This is an optimization exercise on Yosys and OpenROAD, whose aim is small area, a short achievable clock period and few clock cycles per item, not a production implementation. The RTL was checked by simulation tests, not by an equivalence proof against the original design. Power figures rest on the tool's default switching activity, not on a simulated workload.

## flow/design.v (module list and top-level ports; edited modules follow where they fit)
// module CONFIG: 25 lines
// module FIR_control: 97 lines
// module MAC_group: 515 lines
// module MAC_tap0: 150 lines
// module BOOTH_ENC: 14 lines
// module FIR: 177 lines
module FIR (
	input clk,
	input rst_n,
	input [7:0] data_in,
	input enable,
	input configuration, 
	input config_data_enable,
	output [7:0] data_out,
	output [1:0] overflow_flag, 
	output [0:0] done
);
  // ...
==> flow/run.sh <==
#!/bin/bash
# synth_recipe.tcl (not shown) runs the flow's synth.tcl, then flattens the netlist and writes it again
# the make line also repeats each setting of config.mk as NAME=value (left out here)
make -C /OpenROAD-flow-scripts/flow DESIGN_CONFIG=/design/flow/config.mk WORK_HOME=/design/flow/orfs CLKGATE_MAP_FILE= SYNTH_SCRIPT=/design/flow/synth_recipe.tcl finish
==> flow/config.mk <==
export PLATFORM = sky130hd
export DESIGN_NAME = FIR
export DESIGN_NICKNAME = FIR
export VERILOG_FILES = /design/flow/design.v
export SDC_FILE = /design/flow/constraint.sdc
export NUM_CORES = 4
export LEC_CHECK = 0
export CAP_MARGIN = 20
export CORE_MARGIN = 2
export CORE_UTILIZATION = 40
export SETUP_SLACK_MARGIN = 5
export SLEW_MARGIN = 20
==> flow/constraint.sdc <==
create_clock -name core_clock -period 10.0 [get_ports {clk}]
set_input_delay 2.0000 -clock core_clock [delete_from_list [all_inputs] [get_ports {clk}]]
set_output_delay 2.0000 -clock core_clock [all_outputs]
set_load 0.01 [all_outputs]
==> impl_metrics.py, run 1 <==
metrics = {
    "worst_setup_path": {
        "critPathRequiredTime_ns": 8.00,
        "reg2reg_depth": 15,
        "critical_path_class": "reg -> out",
        "endpoint": "data_out[5]",
        "worst-path-buf-inv": 5,
    },
    "yosys": {
        "netlist_area_sq_um": 26000,
        "synth_simple_gate_area_share_pct": 15.36,
        "synth_compound_area_share_pct": 19.09,
        "synth_flop_cell": "dfxtp_1",
        "yosys_warnings": 3,
    },
    "sta": {
        "hold_viol": 0,
        "finalClockSkew_ns": 0.01549,
    },
    "final_layout": {
        "final-seq-area_sq_um": 8373,
        "fin_util_pct": 44.18,
        "inv_count": 185,
        "clkbuf_count": 67,
    },
    "routing": {
        "maxUsedRoutingLayer": "met4",
        "drt_iter0_markers": 1868,
        "num_vias": 21680,
    },
    "status": {
        "status": "complete, no violations",
    },
    "power": {
        "swShare_pct": 28.38,
        "power_leader": "registers",
        "p_seq_mw": 1.80,
    },
    "clock_tree": {
        "clkTransAtPathRegs_ns": 0.06,
        "cts_made_buffers": 47,
        "hold_buffers": 0,
    },
    "worst_hold_path": {
        "min_from": "q_s[0]",
        "hold_depth": 2,
    },
    "die": {
        "rows": 93,
    },
}
Testbench counts, summed over its fixed seeds: cycles 12,191, items 4,800.
==> module FIR_control, before the edit <==
module FIR_control (
	input clk,
	input rst_n,
	input enable,
	input configuration,
	input [3:0] tap_num,
	output reg done,
	output config_enable,
	output reg fresh,
	output n_sel_a, n_sel_b, n_sel_c, n_sel_d, 
	output n_sel_be, n_sel_ce, n_sel_de, 
	output p_load,
	output v_e, 
	output q_load, 
	output q2_load
);
reg cfg_q; 
reg busy;
reg recomp;
reg ve;
reg dirty;
reg [1:0] k;
wire [1:0] g = tap_num[3:2];
wire g0 = (g == 2'd0);
wire m_a = done | cfg_q;
wire m_e = !m_a && !busy && !recomp; 
assign p_load = m_a || busy || recomp || ((enable || ve) && m_e && !g0);
assign v_e = (enable && !busy && !recomp && !ve && !(dirty && !g0)) || ve;
assign q_load = (v_e && !g[1]) || (busy && k == g - 2'd1);
assign q2_load = v_e && g[1];
assign config_enable = cfg_q & configuration & rst_n;
reg n_busy, n_recomp, n_ve, n_dirty;
reg [1:0] n_k;
always @ (*) begin
	n_busy = busy;
	n_recomp = recomp;
	n_ve = 1'b0;
	n_k = k;
	n_dirty = dirty;
	if (cfg_q) n_dirty = 1'b1;
	else if (v_e) n_dirty = 1'b0;
	if (v_e) begin
		n_busy = g[1];
		n_k = 2'd1;
	end else if (busy) begin
		if (k == g - 2'd1) n_busy = 1'b0;
		n_k = k + 2'd1;
	end else if (recomp) begin
		if (k == g) begin
			n_recomp = 1'b0;
			n_ve = 1'b1;
		end
		n_k = k + 2'd1;
	end else if (enable && dirty && !g0) begin
		if (g == 2'd1) n_ve = 1'b1;
		else begin
			n_recomp = 1'b1;
			n_k = 2'd2;
		end
	end
end
wire n_m_a = q_load | configuration;
wire n_m_e = !n_m_a && !n_busy && !n_recomp;
wire n_rec_e = n_m_e && n_dirty && !n_ve && !g0;
wire [1:0] n_gk = g - n_k;
wire n_sel_bo = (n_busy && n_gk == 2'd1) || (n_recomp && n_k == 2'd1) || n_rec_e;
wire n_sel_co = (n_busy && n_gk == 2'd2) || (n_recomp && n_k == 2'd2);
wire n_sel_do = n_recomp && n_k == 2'd3;
assign n_sel_be = n_m_e && !n_rec_e && g == 2'd1;
assign n_sel_ce = n_m_e && !n_rec_e && g == 2'd2;
assign n_sel_de = n_m_e && !n_rec_e && g == 2'd3;
assign n_sel_a = n_m_a;
assign n_sel_b = n_sel_bo | n_sel_be;
assign n_sel_c = n_sel_co | n_sel_ce;
assign n_sel_d = n_sel_do | n_sel_de;
always @ (posedge clk) begin
	if (!rst_n) begin
		done <= 1'b0;
		cfg_q <= 1'b0;
		busy <= 1'b0;
		recomp <= 1'b0;
		ve <= 1'b0;
		dirty <= 1'b0;
		k <= 2'd0;
		fresh <= 1'b1;
	end else begin
		done <= q_load;
		cfg_q <= configuration;
		busy <= n_busy;
		recomp <= n_recomp;
		ve <= n_ve;
		dirty <= n_dirty;
		k <= n_k;
		fresh <= configuration || (q_load && g0) || (n_m_e && !n_rec_e);
	end
end
endmodule
==> module FIR, before the edit <==
module FIR (
	input clk,
	input rst_n,
	input [7:0] data_in,
	input enable,
	input configuration, 
	input config_data_enable,
	output [7:0] data_out,
	output [1:0] overflow_flag, 
	output [0:0] done
);
wire [3:0] tap_num;
wire [7:0] h_0, h_1, h_2, h_3, h_4, h_5, h_6, h_7, h_8, h_9, h_10, h_11, h_12, h_13, h_14, h_15;
wire config_enable;
wire fresh, p_load, v_e, q_load, q2_load;
wire n_sel_a, n_sel_b, n_sel_c, n_sel_d, n_sel_be, n_sel_ce, n_sel_de;
FIR_control FIR_control_inst (
	.clk(clk),
	.rst_n(rst_n),
	.enable(enable),
	.configuration(configuration),
	.tap_num(tap_num),
	.done(done),
	.config_enable(config_enable),
	.fresh(fresh),
	.n_sel_a(n_sel_a), .n_sel_b(n_sel_b), .n_sel_c(n_sel_c), .n_sel_d(n_sel_d),
	.n_sel_be(n_sel_be), .n_sel_ce(n_sel_ce), .n_sel_de(n_sel_de),
	.p_load(p_load),
	.v_e(v_e),
	.q_load(q_load),
	.q2_load(q2_load)
);
CONFIG CONFIG_inst (
	.clk(clk),
	.rst_n(rst_n),
	.data_in(data_in),
	.config_data_enable(config_data_enable),
	.config_enable(config_enable),
	.h_0(h_0), .h_1(h_1), .h_2(h_2), .h_3(h_3),
	.h_4(h_4), .h_5(h_5), .h_6(h_6), .h_7(h_7),
	.h_8(h_8), .h_9(h_9), .h_10(h_10), .h_11(h_11),
	.h_12(h_12), .h_13(h_13), .h_14(h_14), .h_15(h_15),
	.tap_num(tap_num)
);
reg [7:0] x_1, x_2, x_3, x_4, x_5, x_6, x_7, x_8, x_9, x_10, x_11, x_12, x_13, x_14, x_15;
always @ (posedge clk) begin
	if (!rst_n) begin
		x_1 <= 0; x_2 <= 0; x_3 <= 0; x_4 <= 0; x_5 <= 0;
		x_6 <= 0; x_7 <= 0; x_8 <= 0; x_9 <= 0; x_10 <= 0;
		x_11 <= 0; x_12 <= 0; x_13 <= 0; x_14 <= 0; x_15 <= 0;
	end else if (v_e) begin
		x_1 <= data_in; x_2 <= x_1; x_3 <= x_2; x_4 <= x_3; x_5 <= x_4;
		x_6 <= x_5; x_7 <= x_6; x_8 <= x_7; x_9 <= x_8; x_10 <= x_9;
		x_11 <= x_10; x_12 <= x_11; x_13 <= x_12; x_14 <= x_13; x_15 <= x_14;
	end
end
wire cfg_write = config_enable & config_data_enable;
reg [7:0] an0, an1, an2, an3;
always @ (*) begin
	if (cfg_write) begin
		an0 = h_0; an1 = h_1; an2 = h_2; an3 = 8'd0;
	end else begin
		an0 = ({8{n_sel_a}} & h_1) | ({8{n_sel_b}} & h_4) | ({8{n_sel_c}} & h_8) | ({8{n_sel_d}} & h_12);
		an1 = ({8{n_sel_a}} & h_2) | ({8{n_sel_b}} & h_5) | ({8{n_sel_c}} & h_9) | ({8{n_sel_d}} & h_13);
		an2 = ({8{n_sel_a}} & h_3) | ({8{n_sel_b}} & h_6) | ({8{n_sel_c}} & h_10) | ({8{n_sel_d}} & h_14);
		an3 = ({8{n_sel_b}} & h_7) | ({8{n_sel_c}} & h_11) | ({8{n_sel_d}} & h_15);
	end
end
wire [3:0] one_n0, one_n1, one_n2, one_n3, two_n0, two_n1, two_n2, two_n3, neg_n0, neg_n1, neg_n2, neg_n3;
BOOTH_ENC enc_0 (.a(an0), .one(one_n0), .two(two_n0), .neg(neg_n0));
BOOTH_ENC enc_1 (.a(an1), .one(one_n1), .two(two_n1), .neg(neg_n1));
BOOTH_ENC enc_2 (.a(an2), .one(one_n2), .two(two_n2), .neg(neg_n2));
BOOTH_ENC enc_3 (.a(an3), .one(one_n3), .two(two_n3), .neg(neg_n3));
reg [3:0] one0, one1, one2, one3, two0, two1, two2, two3, neg0, neg1, neg2, neg3;
always @ (posedge clk) begin
	one0 <= one_n0; one1 <= one_n1; one2 <= one_n2; one3 <= one_n3;
	two0 <= two_n0; two1 <= two_n1; two2 <= two_n2; two3 <= two_n3;
	neg0 <= neg_n0; neg1 <= neg_n1; neg2 <= neg_n2; neg3 <= neg_n3;
end
wire sh_a = n_sel_a & v_e;
wire n_sel_a0 = n_sel_a & !v_e;
wire sh_b = n_sel_be | (n_sel_b & !n_sel_be & v_e);
wire n_sel_b0 = n_sel_b & !sh_b;
wire sh_c = n_sel_ce | (n_sel_c & !n_sel_ce & v_e);
wire n_sel_c0 = n_sel_c & !sh_c;
wire sh_d = n_sel_de;
wire n_sel_d0 = n_sel_d & !sh_d;
reg [7:0] b0, b1, b2, b3;
always @ (posedge clk) begin
	if (!rst_n) begin
		b0 <= 0; b1 <= 0; b2 <= 0; b3 <= 0;
	end else begin
		b0 <= ({8{sh_a}} & data_in) | ({8{n_sel_a0}} & x_1) | ({8{sh_b}} & x_3) | ({8{n_sel_b0}} & x_4)
			| ({8{sh_c}} & x_7) | ({8{n_sel_c0}} & x_8) | ({8{sh_d}} & x_11) | ({8{n_sel_d0}} & x_12);
		b1 <= ({8{sh_a}} & x_1) | ({8{n_sel_a0}} & x_2) | ({8{sh_b}} & x_4) | ({8{n_sel_b0}} & x_5)
			| ({8{sh_c}} & x_8) | ({8{n_sel_c0}} & x_9) | ({8{sh_d}} & x_12) | ({8{n_sel_d0}} & x_13);
		b2 <= ({8{sh_a}} & x_2) | ({8{n_sel_a0}} & x_3) | ({8{sh_b}} & x_5) | ({8{n_sel_b0}} & x_6)
			| ({8{sh_c}} & x_9) | ({8{n_sel_c0}} & x_10) | ({8{sh_d}} & x_13) | ({8{n_sel_d0}} & x_14);
		b3 <= ({8{sh_b}} & x_6) | ({8{n_sel_b0}} & x_7)
			| ({8{sh_c}} & x_10) | ({8{n_sel_c0}} & x_11) | ({8{sh_d}} & x_14) | ({8{n_sel_d0}} & x_15);
	end
end
reg [12:0] p_s, p_c;
wire [12:0] pin_s = fresh ? 13'd8022 : p_s; 
wire [12:0] pin_c = fresh ? 13'd0 : p_c;
wire [12:0] ps, pc;
MAC_group MAC_group_inst (
	.one0(one0), .one1(one1), .one2(one2), .one3(one3),
	.two0(two0), .two1(two1), .two2(two2), .two3(two3),
	.neg0(neg0), .neg1(neg1), .neg2(neg2), .neg3(neg3),
	.b0(b0), .b1(b1), .b2(b2), .b3(b3),
	.pin_s(pin_s), .pin_c(pin_c), .ps(ps), .pc(pc));
reg [12:0] q2_s, q2_c;
reg [12:0] q_s, q_c;
reg q_cin;
wire [12:0] qin_s = tap_num[3] ? q2_s : p_s;
wire [12:0] qin_c = tap_num[3] ? q2_c : p_c;
wire [12:0] qs, qc;
wire qcin;
MAC_tap0 MAC_tap0_inst (.h(h_0), .x(data_in), .qin_s(qin_s), .qin_c(qin_c), .qs(qs), .qc(qc), .qcin(qcin));
always @ (posedge clk) begin
	if (!rst_n) begin
		p_s <= 13'd8022;
		p_c <= 0;
		q2_s <= 0;
		q2_c <= 0;
		q_s <= 0;
		q_c <= 0;
		q_cin <= 0;
	end else begin
		if (p_load) begin
			p_s <= ps;
			p_c <= pc;
		end
		if (q2_load) begin
			q2_s <= p_s;
			q2_c <= p_c;
		end
		if (q_load) begin
			q_s <= qs;
			q_c <= qc;
			q_cin <= qcin;
		end
	end
end
wire [12:0] ra = q_s;
wire [12:0] rb = q_c;
wire [7:0] pg = ra[7:0] ^ rb[7:0];
wire [6:0] g0 = {ra[6:1] & rb[6:1], (ra[0] & rb[0]) | (pg[0] & q_cin)};
wire [6:0] p0 = pg[6:0];
wire [6:0] g1 = {g0[6:1] | (p0[6:1] & g0[5:0]), g0[0]};
wire [6:0] p1 = {p0[6:1] & p0[5:0], p0[0]};
wire [6:0] g2 = {g1[6:2] | (p1[6:2] & g1[4:0]), g1[1:0]};
wire [6:0] p2 = {p1[6:2] & p1[4:0], p1[1:0]};
wire [6:0] g3 = {g2[6:4] | (p2[6:4] & g2[2:0]), g2[3:0]};
wire [7:0] cy = {g3, q_cin}; 
wire [7:0] r = pg ^ cy;
wire c = cy[7];
wire [5:0] ha = ra[12:7], hb = rb[12:7];
wire [5:0] hx = ha ^ hb, ho = ha | hb, hn = ha & hb;
wire t_is63 = &hx;
wire t_is0 = !hx[0] && (hx[5:1] == ho[4:0]);
wire t_is62 = !hx[0] && (hx[1] != ho[0]) && (hx[5:2] == ~hn[4:1]);
wire ir0 = t_is0 | t_is63; 
wire ir1 = t_is63 | t_is62; 
wire [5:0] hg0 = hn, hp0 = hx;
wire hc5_0 = hg0[4] | (hp0[4] & (hg0[3] | (hp0[3] & (hg0[2] | (hp0[2] & (hg0[1] | (hp0[1] & hg0[0])))))));
wire hc5_1 = hg0[4] | (hp0[4] & (hg0[3] | (hp0[3] & (hg0[2] | (hp0[2] & (hg0[1] | (hp0[1] & (hg0[0] | hp0[0]))))))));
wire s0 = hx[5] ^ hc5_0;
wire s1 = hx[5] ^ hc5_1;
wire in_range = c ? ir1 : ir0;
wire r12 = c ? s1 : s0;
wire pos_ovf = !in_range && !r12;
wire neg_ovf = !in_range && r12;
assign data_out = in_range ? r : (r12 ? 8'h80 : 8'h7f);
assign overflow_flag = {neg_ovf, pos_ovf};
endmodule
==> inputs of run 2 (changes only) <==
--- a/flow/design.v
+++ b/flow/design.v
@@ -51,4 +51,5 @@
 wire m_e = !m_a && !busy && !recomp; 
+wire start = !busy && !recomp && !ve; 
 assign p_load = m_a || busy || recomp || ((enable || ve) && m_e && !g0);
-assign v_e = (enable && !busy && !recomp && !ve && !(dirty && !g0)) || ve;
+assign v_e = (enable && start && !(dirty && !g0)) || ve;
 assign q_load = (v_e && !g[1]) || (busy && k == g - 2'd1);
@@ -56,4 +57,59 @@
 assign config_enable = cfg_q & configuration & rst_n;
-reg n_busy, n_recomp, n_ve, n_dirty;
-reg [1:0] n_k;
+wire e_busy, e_recomp, e_ve, e_dirty, e_a, e_bo, e_be, e_co, e_ce, e_do, e_de, e_fresh;
+wire [1:0] e_k;
+wire i_busy, i_recomp, i_ve, i_dirty, i_a, i_bo, i_be, i_co, i_ce, i_do, i_de, i_fresh;
+wire [1:0] i_k;
+FIR_next next_e (.en(1'b1), .cfg_q(cfg_q), .done(done), .busy(busy), .recomp(recomp), .ve(ve),
+	.dirty(dirty), .k(k), .g(g),
+	.n_busy(e_busy), .n_recomp(e_recomp), .n_ve(e_ve), .n_dirty(e_dirty), .n_k(e_k),
+	.s_a(e_a), .s_bo(e_bo), .s_be(e_be), .s_co(e_co), .s_ce(e_ce), .s_do(e_do), .s_de(e_de), .s_fresh(e_fresh));
+FIR_next next_i (.en(1'b0), .cfg_q(cfg_q), .done(done), .busy(busy), .recomp(recomp), .ve(ve),
+	.dirty(dirty), .k(k), .g(g),
+	.n_busy(i_busy), .n_recomp(i_recomp), .n_ve(i_ve), .n_dirty(i_dirty), .n_k(i_k),
+	.s_a(i_a), .s_bo(i_bo), .s_be(i_be), .s_co(i_co), .s_ce(i_ce), .s_do(i_do), .s_de(i_de), .s_fresh(i_fresh));
+wire n_bo = !configuration && (enable ? e_bo : i_bo);
+wire n_co = !configuration && (enable ? e_co : i_co);
+wire n_do = !configuration && (enable ? e_do : i_do);
+assign n_sel_be = !configuration && (enable ? e_be : i_be);
+assign n_sel_ce = !configuration && (enable ? e_ce : i_ce);
+assign n_sel_de = !configuration && (enable ? e_de : i_de);
+assign n_sel_a = configuration || (enable ? e_a : i_a);
+assign n_sel_b = n_bo | n_sel_be;
+assign n_sel_c = n_co | n_sel_ce;
+assign n_sel_d = n_do | n_sel_de;
+always @ (posedge clk) begin
+	if (!rst_n) begin
+		done <= 1'b0;
+		cfg_q <= 1'b0;
+		busy <= 1'b0;
+		recomp <= 1'b0;
+		ve <= 1'b0;
+		dirty <= 1'b0;
+		k <= 2'd0;
+		fresh <= 1'b1;
+	end else begin
+		done <= q_load;
+		cfg_q <= configuration;
+		busy <= enable ? e_busy : i_busy;
+		recomp <= enable ? e_recomp : i_recomp;
+		ve <= enable ? e_ve : i_ve;
+		dirty <= enable ? e_dirty : i_dirty;
+		k <= enable ? e_k : i_k;
+		fresh <= configuration || (enable ? e_fresh : i_fresh);
+	end
+end
+endmodule
+module FIR_next (
+	input en,
+	input cfg_q, done, busy, recomp, ve, dirty,
+	input [1:0] k,
+	input [1:0] g,
+	output reg n_busy, n_recomp, n_ve, n_dirty,
+	output reg [1:0] n_k,
+	output s_a, s_bo, s_be, s_co, s_ce, s_do, s_de, s_fresh
+);
+wire g0 = (g == 2'd0);
+wire start = !busy && !recomp && !ve;
+wire v_e = (en && start && !(dirty && !g0)) || ve;
+wire q_load = (v_e && !g[1]) || (busy && k == g - 2'd1);
 always @ (*) begin
@@ -78,3 +134,3 @@
 		n_k = k + 2'd1;
-	end else if (enable && dirty && !g0) begin
+	end else if (en && dirty && !g0) begin
 		if (g == 2'd1) n_ve = 1'b1;
@@ -86,3 +142,3 @@
 end
-wire n_m_a = q_load | configuration;
+wire n_m_a = q_load;
 wire n_m_e = !n_m_a && !n_busy && !n_recomp;
@@ -90,33 +146,10 @@
 wire [1:0] n_gk = g - n_k;
-wire n_sel_bo = (n_busy && n_gk == 2'd1) || (n_recomp && n_k == 2'd1) || n_rec_e;
-wire n_sel_co = (n_busy && n_gk == 2'd2) || (n_recomp && n_k == 2'd2);
-wire n_sel_do = n_recomp && n_k == 2'd3;
-assign n_sel_be = n_m_e && !n_rec_e && g == 2'd1;
-assign n_sel_ce = n_m_e && !n_rec_e && g == 2'd2;
-assign n_sel_de = n_m_e && !n_rec_e && g == 2'd3;
-assign n_sel_a = n_m_a;
-assign n_sel_b = n_sel_bo | n_sel_be;
-assign n_sel_c = n_sel_co | n_sel_ce;
-assign n_sel_d = n_sel_do | n_sel_de;
-always @ (posedge clk) begin
-	if (!rst_n) begin
-		done <= 1'b0;
-		cfg_q <= 1'b0;
-		busy <= 1'b0;
-		recomp <= 1'b0;
-		ve <= 1'b0;
-		dirty <= 1'b0;
-		k <= 2'd0;
-		fresh <= 1'b1;
-	end else begin
-		done <= q_load;
-		cfg_q <= configuration;
-		busy <= n_busy;
-		recomp <= n_recomp;
-		ve <= n_ve;
-		dirty <= n_dirty;
-		k <= n_k;
-		fresh <= configuration || (q_load && g0) || (n_m_e && !n_rec_e);
-	end
-end
+assign s_a = n_m_a;
+assign s_bo = (n_busy && n_gk == 2'd1) || (n_recomp && n_k == 2'd1) || n_rec_e;
+assign s_co = (n_busy && n_gk == 2'd2) || (n_recomp && n_k == 2'd2);
+assign s_do = n_recomp && n_k == 2'd3;
+assign s_be = n_m_e && !n_rec_e && g == 2'd1;
+assign s_ce = n_m_e && !n_rec_e && g == 2'd2;
+assign s_de = n_m_e && !n_rec_e && g == 2'd3;
+assign s_fresh = (q_load && g0) || (n_m_e && !n_rec_e);
 endmodule
@@ -914,4 +947,3 @@
 reg [12:0] q2_s, q2_c;
-reg [12:0] q_s, q_c;
-reg q_cin;
+reg [12:0] q_g, q_p;
 wire [12:0] qin_s = tap_num[3] ? q2_s : p_s;
@@ -927,5 +959,4 @@
 		q2_c <= 0;
-		q_s <= 0;
-		q_c <= 0;
-		q_cin <= 0;
+		q_g <= 0;
+		q_p <= 0;
 	end else begin
@@ -940,5 +971,4 @@
 		if (q_load) begin
-			q_s <= qs;
-			q_c <= qc;
-			q_cin <= qcin;
+			q_g <= {qs[12:1] & qc[12:1], (qs[0] & qc[0]) | ((qs[0] ^ qc[0]) & qcin)};
+			q_p <= {qs[12:1] ^ qc[12:1], qs[0] ^ qc[0] ^ qcin};
 		end
@@ -946,7 +976,4 @@
 end
-wire [12:0] ra = q_s;
-wire [12:0] rb = q_c;
-wire [7:0] pg = ra[7:0] ^ rb[7:0];
-wire [6:0] g0 = {ra[6:1] & rb[6:1], (ra[0] & rb[0]) | (pg[0] & q_cin)};
-wire [6:0] p0 = pg[6:0];
+wire [6:0] g0 = q_g[6:0];
+wire [6:0] p0 = q_p[6:0];
 wire [6:0] g1 = {g0[6:1] | (p0[6:1] & g0[5:0]), g0[0]};
@@ -956,7 +983,7 @@
 wire [6:0] g3 = {g2[6:4] | (p2[6:4] & g2[2:0]), g2[3:0]};
-wire [7:0] cy = {g3, q_cin}; 
-wire [7:0] r = pg ^ cy;
+wire [7:0] cy = {g3, 1'b0}; 
+wire [7:0] r = q_p[7:0] ^ cy;
 wire c = cy[7];
-wire [5:0] ha = ra[12:7], hb = rb[12:7];
-wire [5:0] hx = ha ^ hb, ho = ha | hb, hn = ha & hb;
+wire [5:0] hx = q_p[12:7], hn = q_g[12:7];
+wire [5:0] ho = hx | hn;
 wire t_is63 = &hx;
@@ -966,13 +993,12 @@
 wire ir1 = t_is63 | t_is62; 
-wire [5:0] hg0 = hn, hp0 = hx;
-wire hc5_0 = hg0[4] | (hp0[4] & (hg0[3] | (hp0[3] & (hg0[2] | (hp0[2] & (hg0[1] | (hp0[1] & hg0[0])))))));
-wire hc5_1 = hg0[4] | (hp0[4] & (hg0[3] | (hp0[3] & (hg0[2] | (hp0[2] & (hg0[1] | (hp0[1] & (hg0[0] | hp0[0]))))))));
+wire hc5_0 = hn[4] | (hx[4] & (hn[3] | (hx[3] & (hn[2] | (hx[2] & (hn[1] | (hx[1] & hn[0])))))));
+wire hc5_1 = hn[4] | (hx[4] & (hn[3] | (hx[3] & (hn[2] | (hx[2] & (hn[1] | (hx[1] & (hn[0] | hx[0]))))))));
 wire s0 = hx[5] ^ hc5_0;
 wire s1 = hx[5] ^ hc5_1;
-wire in_range = c ? ir1 : ir0;
-wire r12 = c ? s1 : s0;
-wire pos_ovf = !in_range && !r12;
-wire neg_ovf = !in_range && r12;
-assign data_out = in_range ? r : (r12 ? 8'h80 : 8'h7f);
-assign overflow_flag = {neg_ovf, pos_ovf};
+wire [7:0] x1 = ir1 ? {~q_p[7], r[6:0]} : (s1 ? 8'h80 : 8'h7f); 
+wire [7:0] x0 = ir0 ? {q_p[7], r[6:0]} : (s0 ? 8'h80 : 8'h7f);
+wire [1:0] f1 = ir1 ? 2'b00 : (s1 ? 2'b10 : 2'b01);
+wire [1:0] f0 = ir0 ? 2'b00 : (s0 ? 2'b10 : 2'b01);
+assign data_out = c ? x1 : x0;
+assign overflow_flag = c ? f1 : f0;
 endmodule
--- a/flow/config.mk
+++ b/flow/config.mk
@@ -10,2 +10,3 @@
 export CORE_UTILIZATION = 40
+export CTS_BUF_LIST = sky130_fd_sc_hd__clkbuf_4 sky130_fd_sc_hd__clkbuf_8
 export SETUP_SLACK_MARGIN = 5
==> impl_metrics.py, run 2 <==
metrics = {
    "final_layout": {
        "fillCellCount": 6244,
        "final_cell_mix": "nand2_1 (684), dfxtp_1 (413), a21oi_1 (324)",
        "layout_commonest_cell": "nand2_1",
        "area_delta_synth_final_pct": 8.949,
        "layout-drive-gt1-share_pct": 8.035,
        "fin_nets": 3251,
    },
    "yosys": {
        "synth_flop_cell": "dfxtp_1",
        "yosys-top-cells-area": "dfxtp_1 (32%), fa_1 (13%), nand2_1 (9.9%)",
        "ys_seq_elements": 416,
        "async_reset_ff_share_pct": 0,
        "synth_edf_count": 0,
        "netlist_area_sq_um": 25840,
        "ys_types": 63,
        "syn_avg_cell_area_sq_um": 8.218,
        "yosysTopAreaCell": "dfxtp_1",
        "yosysSeqAreaShare_pct": 32.23,
        "yosys-top-cells-count": "nand2_1 (684), dfxtp_1 (416), a21oi_1 (329)",
        "synth.most_common_cell": "nand2_1",
        "syn_inst": 3144,
        "synth_fp_nets": 3392,
        "synth_top_area_share_pct": 32.23,
        "yosys_warnings": 4,
    },
    "routing": {
        "drt_iter0_markers": 1829,
        "vias_per_cell": 5.546,
        "drc": 0,
        "drt-total-wl_um": 73900,
        "dr.pass1.iters": 6,
        "routedWlPerCell_um": 18.91,
        "num_vias": 21680,
        "antenna_left": 0,
    },
    "clock_tree": {
        "cts_made_buffers": 74,
        "cts_tree": "done",
        "hold_buffers": 0,
        "clock_latency_ns": 0.67,
        "cts.sinks": 416,
        "clock_path_buffers": 3,
        "clockRootBuffer": "clkbuf_8",
        "clkTransAtPathRegs_ns": 0.06,
        "h-tree-depth": 3,
    },
    "power": {
        "swShare_pct": 28.74,
        "p_int_mw": 2.953,
        "seq_power_share_pct": 43.2,
        "p_leak_nw": 10.43,
        "powerDensity_nw_per_um2": 147.2,
        "power.total_mw": 4.145,
        "power.share.clock_pct": 40.9,
        "switching_power_mw": 1.191,
        "vdd_drop_max_mv": 0.1208,
        "p_comb_share_pct": 15.9,
    },
    "worst_hold_path": {
        "hp-class": "reg -> reg",
        "min_from": "q2_s[10]",
        "min_to": "q2_s[10]",
        "hold_depth": 2,
    },
    "die": {
        "initial_utilization_pct": 40.30,
        "die_w_um": 258.2,
        "io_pins": 24,
        "rows": 93,
        "core_area_sq_um": 64120,
        "die_h_um": 258.2,
        "dieArea_sq_um": 66650,
    },
    "worst_setup_path": {
        "critPathRequiredTime_ns": 8.00,
        "crit_start": "q_g[7]",
        "cp_data_arrival_time_ns": 2.93,
        "rr_startpoint": "one0[1]",
        "critical_path_class": "reg -> out",
        "rrSetupSlack_ns": 5.28,
        "cp_max_fo": 2,
        "end_kind": "output pin",
        "reg2reg_depth": 14,
        "start_kind": "flop",
        "r2r-end": "p_c[3]",
    },
    "sta": {
        "hold_viol": 0,
        "finalClockSkew_ns": 0.04627,
        "drv_slew": 0,
        "rsz0062_at_grt": "true",
        "relSlewSlack_pct": 24.22,
        "finalCritPeriodShare_pct": 49.33,
        "setup_viol": 0,
        "worst_slew_pin_slew_ns": 1.135,
        "fmax_ghz": 0.2027,
        "min_period_ns": 4.933,
        "fin_tns_setup_ns": 0,
    },
    "grt": {
        "grt_pass1_wl_um": 113600,
        "grt_antenna_before_repair": 1,
        "grt_util_all_layers_pct": 21.44,
        "grt-ovfl-total": 0,
        "grt_pass1_vias": 20370,
        "grt_max_degree": 108,
    },
    "flow_run": {
        "maxCapViolations": 0,
    },
    "placement": {
        "dp_hpwl_um": 51650,
        "gp_congestion": 0.9280,
        "numPortBuffers": 23,
    },
    "status": {
        "status": "complete, no violations",
    },
}
==> run 2: cell count changes after synthesis, moves of 11 or more <==
cell and delta:
a31oi_1 -39, o21ai_0 +35, a41oi_1 +18, nor2_1 -18, inv_1 -14, mux2i_1 +13, a2bb2oi_1 -11, o31ai_1 -11
==> run 2: cell type report <==
type,instances,area (sq um),area share [%]
Tap cell,855,1070,3.800
Clock buffer,113,1443,5.125
Sequential cell,416,8332,29.60
Timing Repair Buffer,62,485.5,1.725
Multi-Input combinational cell,2281,16030,56.94
Clock inverter,9,137.6,0.4889
Antenna cell,5,12.51,0.04445
Inverter,168,643.1,2.285
==> run 2: stage by stage <==
step | hold slack, ns | instance area, sq um | utilization [%] | setup WS (ns) | cells
after floorplan | 0.4315 | 25890 | - | 4.968 | 3144
after global placement | 0.4378 | 26320 | 41.04 | 3.577 | 3765
after detailed placement | 0.4426 | 26320 | 41.04 | 3.499 | 3765
after CTS | 0.4506 | 28050 | 43.75 | 5.003 | 3895
after global routing | 0.4716 | 28150 | 43.91 | 4.939 | 3909
final | 0.4516 | 28150 | 43.91 | 5.067 | 3909
==> run 2: power groups by stage <==
stage               logic, mW  clock network (mW)  registers (mW)
floorplan               0.500                   0            1.77
global placement        0.640                   0            1.82
finish                  0.661                1.70            1.79
global route            0.745                1.81            1.79
CTS                     0.659                1.74            1.79
detailed placement      0.651                   0            1.82
==> run 2: what timing repair did <==
item / 4_1_cts / 5_1_grt
resized for setup: 60 / 41
pin swaps: 4 / 8
gates cloned: 1 / 1
setup buffers: 7 / 8
setup endpoints to repair: 99 / 67
==> run 2: layer usage <==
metal	wire (um)	track usage, %	vias to the layer above
met3	4080	3.151	110
li1	-	-	10270
met4	2259	8.751	0
met2	34840	34.82	706
met1	32720	28.63	10590
met5	0	0	-
==> run 2: cells by family (layout without fill, tap and decap cells) <==
family                     Yosys count  in the layout  share of synthesized area, %
and+or+nand+nor                    949            951                         14.93
AOI/OAI and AO/OA                  796            796                         19.38
buffers and inverters              449            352                         6.668
DFF                                416            416                         32.23
adders and majority gates          245            245                         16.47
xor gates and xnor gates           202            202                         6.847
muxes                               87             87                         3.462
other                                0              5                             0
==> run 2: worst max-delay path by stage <==
stage | slack [ns] | depth (start not counted) | to
2_1_floorplan | 4.97 | 13 | q_p[0]
3_3_place_gp | 3.58 | 11 | b2[7]
3_5_place_dp | 3.50 | 11 | b1[5]
4_1_cts | 5.00 | 12 | data_out[3]
5_1_grt | 4.94 | 13 | data_out[1]
6_report | 5.07 | 11 | overflow_flag[1]
==> run 2: critical path, stage by stage (launching register included) <==
cell and delay [ns]:
dfxtp_2 0.32, or2_4 0.25, ha_4 0.15, o21a_1 0.16, o21ai_1 0.11, nand2b_1 0.09, a21oi_2 0.15, xor2_1 0.09
nor3b_1 0.26, a31oi_2 0.08, inv_1 0.08, clkdlybuf4s50_1 0.54
Testbench counts of run 2, summed over its fixed seeds: cycles 12,191, items 4,800.

==> static timing again, ports no longer ideal <==
No port has a modelled driver above. Below, the same layouts with a new extraction and two added sets of constraints.
Step 1: set_driving_cell puts a clkbuf_16 on clk and a buf_2 on each other input, an assumption about the parent block.
Step 2 moves the port delays by t, midway between the first and last clock arrival at a register: inputs arrive t later, outputs are due t later. That takes back most of the time a late clock gives input paths.
Three values: ideal ports, drivers, drivers and shift; two values: the first two.
run	shift t [ns]	slack for setup (ns)	worst slew at a driven data input, ns	pins driven straight from the clock port
run 1	0.633	4.951 / 4.888 / 4.569	0.06	1
run 2	0.704	5.067 / 5.007 / 4.517	0.12	1
After both steps every run listed still meets setup and hold. For run 2, which loses most, drivers alone change the setup slack by -0.060 ns; drivers and shift together by -0.550 ns.
